What follows belongs to an exercise in optimizing a design on an open flow for small area and a short achievable clock period; a production flow would make more cautious choices. Function was checked by simulation only, so behaviour that the tests miss may differ from the original. Power figures rest on the tool's default switching activity, not on a simulated workload.

// alpha_mean
module alpha_mean
(
    input   wire            clk                 ,
    input   wire            rst_n               ,
    input   wire            win_vld             ,
    input   wire  [199:0]   win                 ,
    output  reg             mean_vld            ,
    output  reg     [ 7:0]  mean_data
);
For scale: roughly 9700 cells after synthesis, ~870 flip-flops, roughly 210 I/O pins.
clock: 12.0 ns
lec_check: 0
abc_area: 1
cap_margin: 20
cell_pad_in_sites_detail_placement: 1
cell_pad_in_sites_global_placement: 2
core_area: 2.3 2.72 456.78 456.96
cts_cluster_diameter: 100
cts_cluster_size: 30
die_area: 0 0 459.0 459.0
place_density: 0.5
slew_margin: 20
tns_end_percent: 5
standard.sh (not shown) runs the stock make flow with config.mk's settings and CLKGATE_MAP_FILE= SYNTH_SCRIPT=/design/flow/synth_recipe.tcl, a recipe that flattens the netlist after the stock synthesis.
==> flow/flow/run.sh <==
#!/bin/bash
# The standard layout (standard.sh, unchanged synthesis), with ORFS's
# repair_timing asked to reach 8.4 ns of setup slack instead of 0.
# The clock period and all constraints are the design's.
export SETUP_SLACK_MARGIN=8.4
bash standard.sh > standard.log 2>&1
Next try:
--- a/flow/flow/run.sh
+++ b/flow/flow/run.sh
@@ -3 +3 @@
-# repair_timing asked to reach 8.4 ns of setup slack instead of 0.
+# repair_timing asked to reach 8.0 ns of setup slack instead of 0.
@@ -5 +5 @@
-export SETUP_SLACK_MARGIN=8.4
+export SETUP_SLACK_MARGIN=8.0
Settings changed: TNS_END_PERCENT 5 to default.
- via count goes down by 4.1%
- global-route usage is lower by 1.5 points
- setup slack degrades by 260 ps
- sequential share of layout area is higher by 1.3 points
- routed wire length decreases by 5.2%
- count of clock-buffer cells in the layout is unchanged
- sequential power barely changes
- core utilization drops by 2.8 points
- final area decreases by 6.9%
- die area does not change
Next try:
--- a/flow/flow/run.sh
+++ b/flow/flow/run.sh
@@ -3 +3 @@
-# repair_timing asked to reach 8.0 ns of setup slack instead of 0.
+# repair_timing asked to reach 8.5 ns of setup slack instead of 0.
@@ -5 +5 @@
-export SETUP_SLACK_MARGIN=8.0
+export SETUP_SLACK_MARGIN=8.5
Settings changed: CELL_PAD_IN_SITES_DETAIL_PLACEMENT 1 to default, CELL_PAD_IN_SITES_GLOBAL_PLACEMENT 2 to default, CORE_AREA 2.3 2.72 456.78 456.96 to default, CORE_MARGIN from default to 2, CORE_UTILIZATION from default to 55, CTS_CLUSTER_DIAMETER 100 to 150, DIE_AREA 0 0 459.0 459.0 to default, PLACE_DENSITY 0.5 to 0.65.
- The changed run died in global routing on GRT-0116
- synthesized cell count stays the same
- area after synthesis is unchanged
Next try:
--- a/flow/flow/run.sh
+++ b/flow/flow/run.sh
@@ -3 +3 @@
-# repair_timing asked to reach 8.5 ns of setup slack instead of 0.
+# repair_timing asked to reach 8.3 ns of setup slack instead of 0.
@@ -5 +5 @@
-export SETUP_SLACK_MARGIN=8.5
+export SETUP_SLACK_MARGIN=8.3
Settings changed: CELL_PAD_IN_SITES_DETAIL_PLACEMENT from default to 1, CELL_PAD_IN_SITES_GLOBAL_PLACEMENT from default to 2, CORE_AREA from default to 2.3 2.72 456.78 456.96, CORE_MARGIN 2 to default, CORE_UTILIZATION 55 to default, CTS_CLUSTER_DIAMETER 150 to 100, DIE_AREA from default to 0 0 459.0 459.0, PLACE_DENSITY 0.65 to 0.5.
The new run passed the timing, design-rule and antenna checks.
Area after synthesis is unchanged.
Synthesized cell count does not change.

* * *

Starting RTL as in the previous note.
export LEC_CHECK = 0
export ABC_AREA = 1
export CAP_MARGIN = 20
export CORE_AREA = 2.3 2.72 429.64 429.76
export CTS_CLUSTER_DIAMETER = 100
export CTS_CLUSTER_SIZE = 30
export DIE_AREA = 0 0 431.8 431.8
export PLACE_DENSITY = 0.55
export SLEW_MARGIN = 20
create_clock -name core_clock -period 12.0 [get_ports {clk}]
==> flow/flow/run.sh <==
#!/bin/bash
# The standard layout (standard.sh, unchanged synthesis), with ORFS's
# repair_timing asked to reach 8.0 ns of setup slack instead of 0.
# The clock period and all constraints are the design's.
export SETUP_SLACK_MARGIN=8.0
bash standard.sh > standard.log 2>&1
Then changed:
==> flow/flow/run.sh (replaced) <==
#!/bin/bash
# The standard layout (standard.sh, unchanged synthesis), with ORFS's
# repair_timing asked to reach 8.1 ns of setup slack instead of 0, and every
# input and output port buffered with sky130_fd_sc_hd__buf_1 (instead of the
# delay cell buffer_ports picks by default).
# The clock period and all constraints are the design's.
export SETUP_SLACK_MARGIN=8.1
export BUFFER_PORTS_ARGS="-buffer_cell sky130_fd_sc_hd__buf_1"
bash standard.sh > standard.log 2>&1
- CELL_PAD_IN_SITES_DETAIL_PLACEMENT: not set -> 1
- CELL_PAD_IN_SITES_GLOBAL_PLACEMENT: not set -> 2
- CORE_AREA: 2.3 2.72 429.64 429.76 -> 2.3 2.72 456.78 456.96
- DIE_AREA: 0 0 431.8 431.8 -> 0 0 459.0 459.0
- GPL_TIMING_DRIVEN: not set -> 1
- PLACE_DENSITY: 0.55 -> 0.5
Outcome: Total power is higher by 9.3%; core utilization came out lower by 3.9 points; maximum frequency grows by 2.2%; final area increases by 2.7%; clock-buffer cell count grows by 8; final cell count rose by 3.4%; wire length grows by 16%.
Then changed:
==> flow/flow/run.sh (replaced) <==
#!/bin/bash
# The standard layout (standard.sh, unchanged synthesis), with ORFS's
# repair_timing asked to reach 8.3 ns of setup slack instead of 0, and every
# input and output port buffered with sky130_fd_sc_hd__buf_1 (instead of the
# delay cell buffer_ports picks by default).
# The clock period and all constraints are the design's.
export SETUP_SLACK_MARGIN=8.3
export BUFFER_PORTS_ARGS="-buffer_cell sky130_fd_sc_hd__buf_1"
bash standard.sh > standard.log 2>&1
- TNS_END_PERCENT: not set -> 5
After rerunning:
- power went up by 0.75%
- design area went up by 2.8%
- worst setup slack is better by 0.13 ns
- worst hold slack stays flat
- synthesized cell count stays the same
Then changed:
==> flow/flow/run.sh (replaced) <==
#!/bin/bash
# The standard layout (standard.sh, unchanged synthesis), with ORFS's
# repair_timing asked to reach 8.1 ns of setup slack instead of 0, and every
# input and output port buffered with sky130_fd_sc_hd__buf_1 (instead of the
# delay cell buffer_ports picks by default).
# The clock period and all constraints are the design's.
export SETUP_SLACK_MARGIN=8.1
export BUFFER_PORTS_ARGS="-buffer_cell sky130_fd_sc_hd__buf_1"
bash standard.sh > standard.log 2>&1
- CORE_AREA: 2.3 2.72 456.78 456.96 -> 2.3 2.72 415.84 416.16
- CTS_CLUSTER_DIAMETER: 100 -> 80
- CTS_CLUSTER_SIZE: 30 -> 20
- DIE_AREA: 0 0 459.0 459.0 -> 0 0 418.21 418.21
- PLACE_DENSITY: 0.5 -> 0.55
- TNS_END_PERCENT: 5 -> not set
What happened: Non-clock buffer count went down by 106. Global-route usage is higher by 6.1 points. First-iteration DRC count stays flat. Clock power rises by 12%. Final area decreases by 4.3%. Wire length falls by 7.5%. Final cell count is lower by 4.3%. Worst setup slack loses 0.17 ns. Maximum frequency shrinks by 4.2%. Critical path depth is lower by 2. Clock-buffer cell count came out higher by 20.
Then changed:
- CORE_AREA: 2.3 2.72 415.84 416.16 -> 2.3 2.72 456.78 456.96
- CTS_CLUSTER_DIAMETER: 80 -> 100
- CTS_CLUSTER_SIZE: 20 -> 30
- DIE_AREA: 0 0 418.21 418.21 -> 0 0 459.0 459.0
- PLACE_DENSITY: 0.55 -> 0.5
- TNS_END_PERCENT: not set -> 5
The changed run ran to the end with no violations.
First-iteration DRC count fell by roughly a tenth.
Global-route usage is lower by 6.6 points.
Critical path depth falls by 1.
Final cell count climbs by a few percent.
Clock power went down by roughly a tenth.
Worst hold slack improved by 0.027 ns.
Fmax fell slightly.
Setup slack is worse by 0.082 ns.

==> static timing again, ports no longer ideal <==
The results above use ideal ports. As a check the final layouts listed here were re-extracted and re-timed, cells and wires unchanged. Step 1 sets driving cells, clkbuf_16 on the clock port and buf_2 on the other inputs (assumed; they add their load-dependent delay and slew). Step 2 adds t to the input delays and takes it off the output delays; t is the mean of the earliest and latest rising clock arrival at the registers after step 1. Input paths then give back, and output paths get back, about the clock's delay inside the block. Three values: ideal, step 1, step 2; two values: the first two.
| run | t, ns | setup WS [ns] | worst setup path after step 2 |
|---|---|---|---|
| the first run of note 1 | 0.832 | 8.129 / 8.129 / 8.129 | register to register |
| the second run of note 1 | 0.823 | 7.871 / 7.871 / 7.871 | register to register |
| the fourth run of note 1 | 0.831 | 8.167 / 8.167 / 8.167 | register to register |
| the first run of note 2 | 0.829 | 7.867 / 7.867 / 7.867 | register to register |
| the second run of note 2 | 0.862 | 7.955 / 7.955 / 7.955 | register to register |
| the third run of note 2 | 0.869 | 8.090 / 8.090 / 8.090 | register to register |
| the fourth run of note 2 | 0.901 | 7.918 / 7.918 / 7.918 | register to register |
| the fifth run of note 2 | 0.854 | 7.836 / 7.836 / 7.836 | register to register |
After both steps every run listed still meets setup and hold.
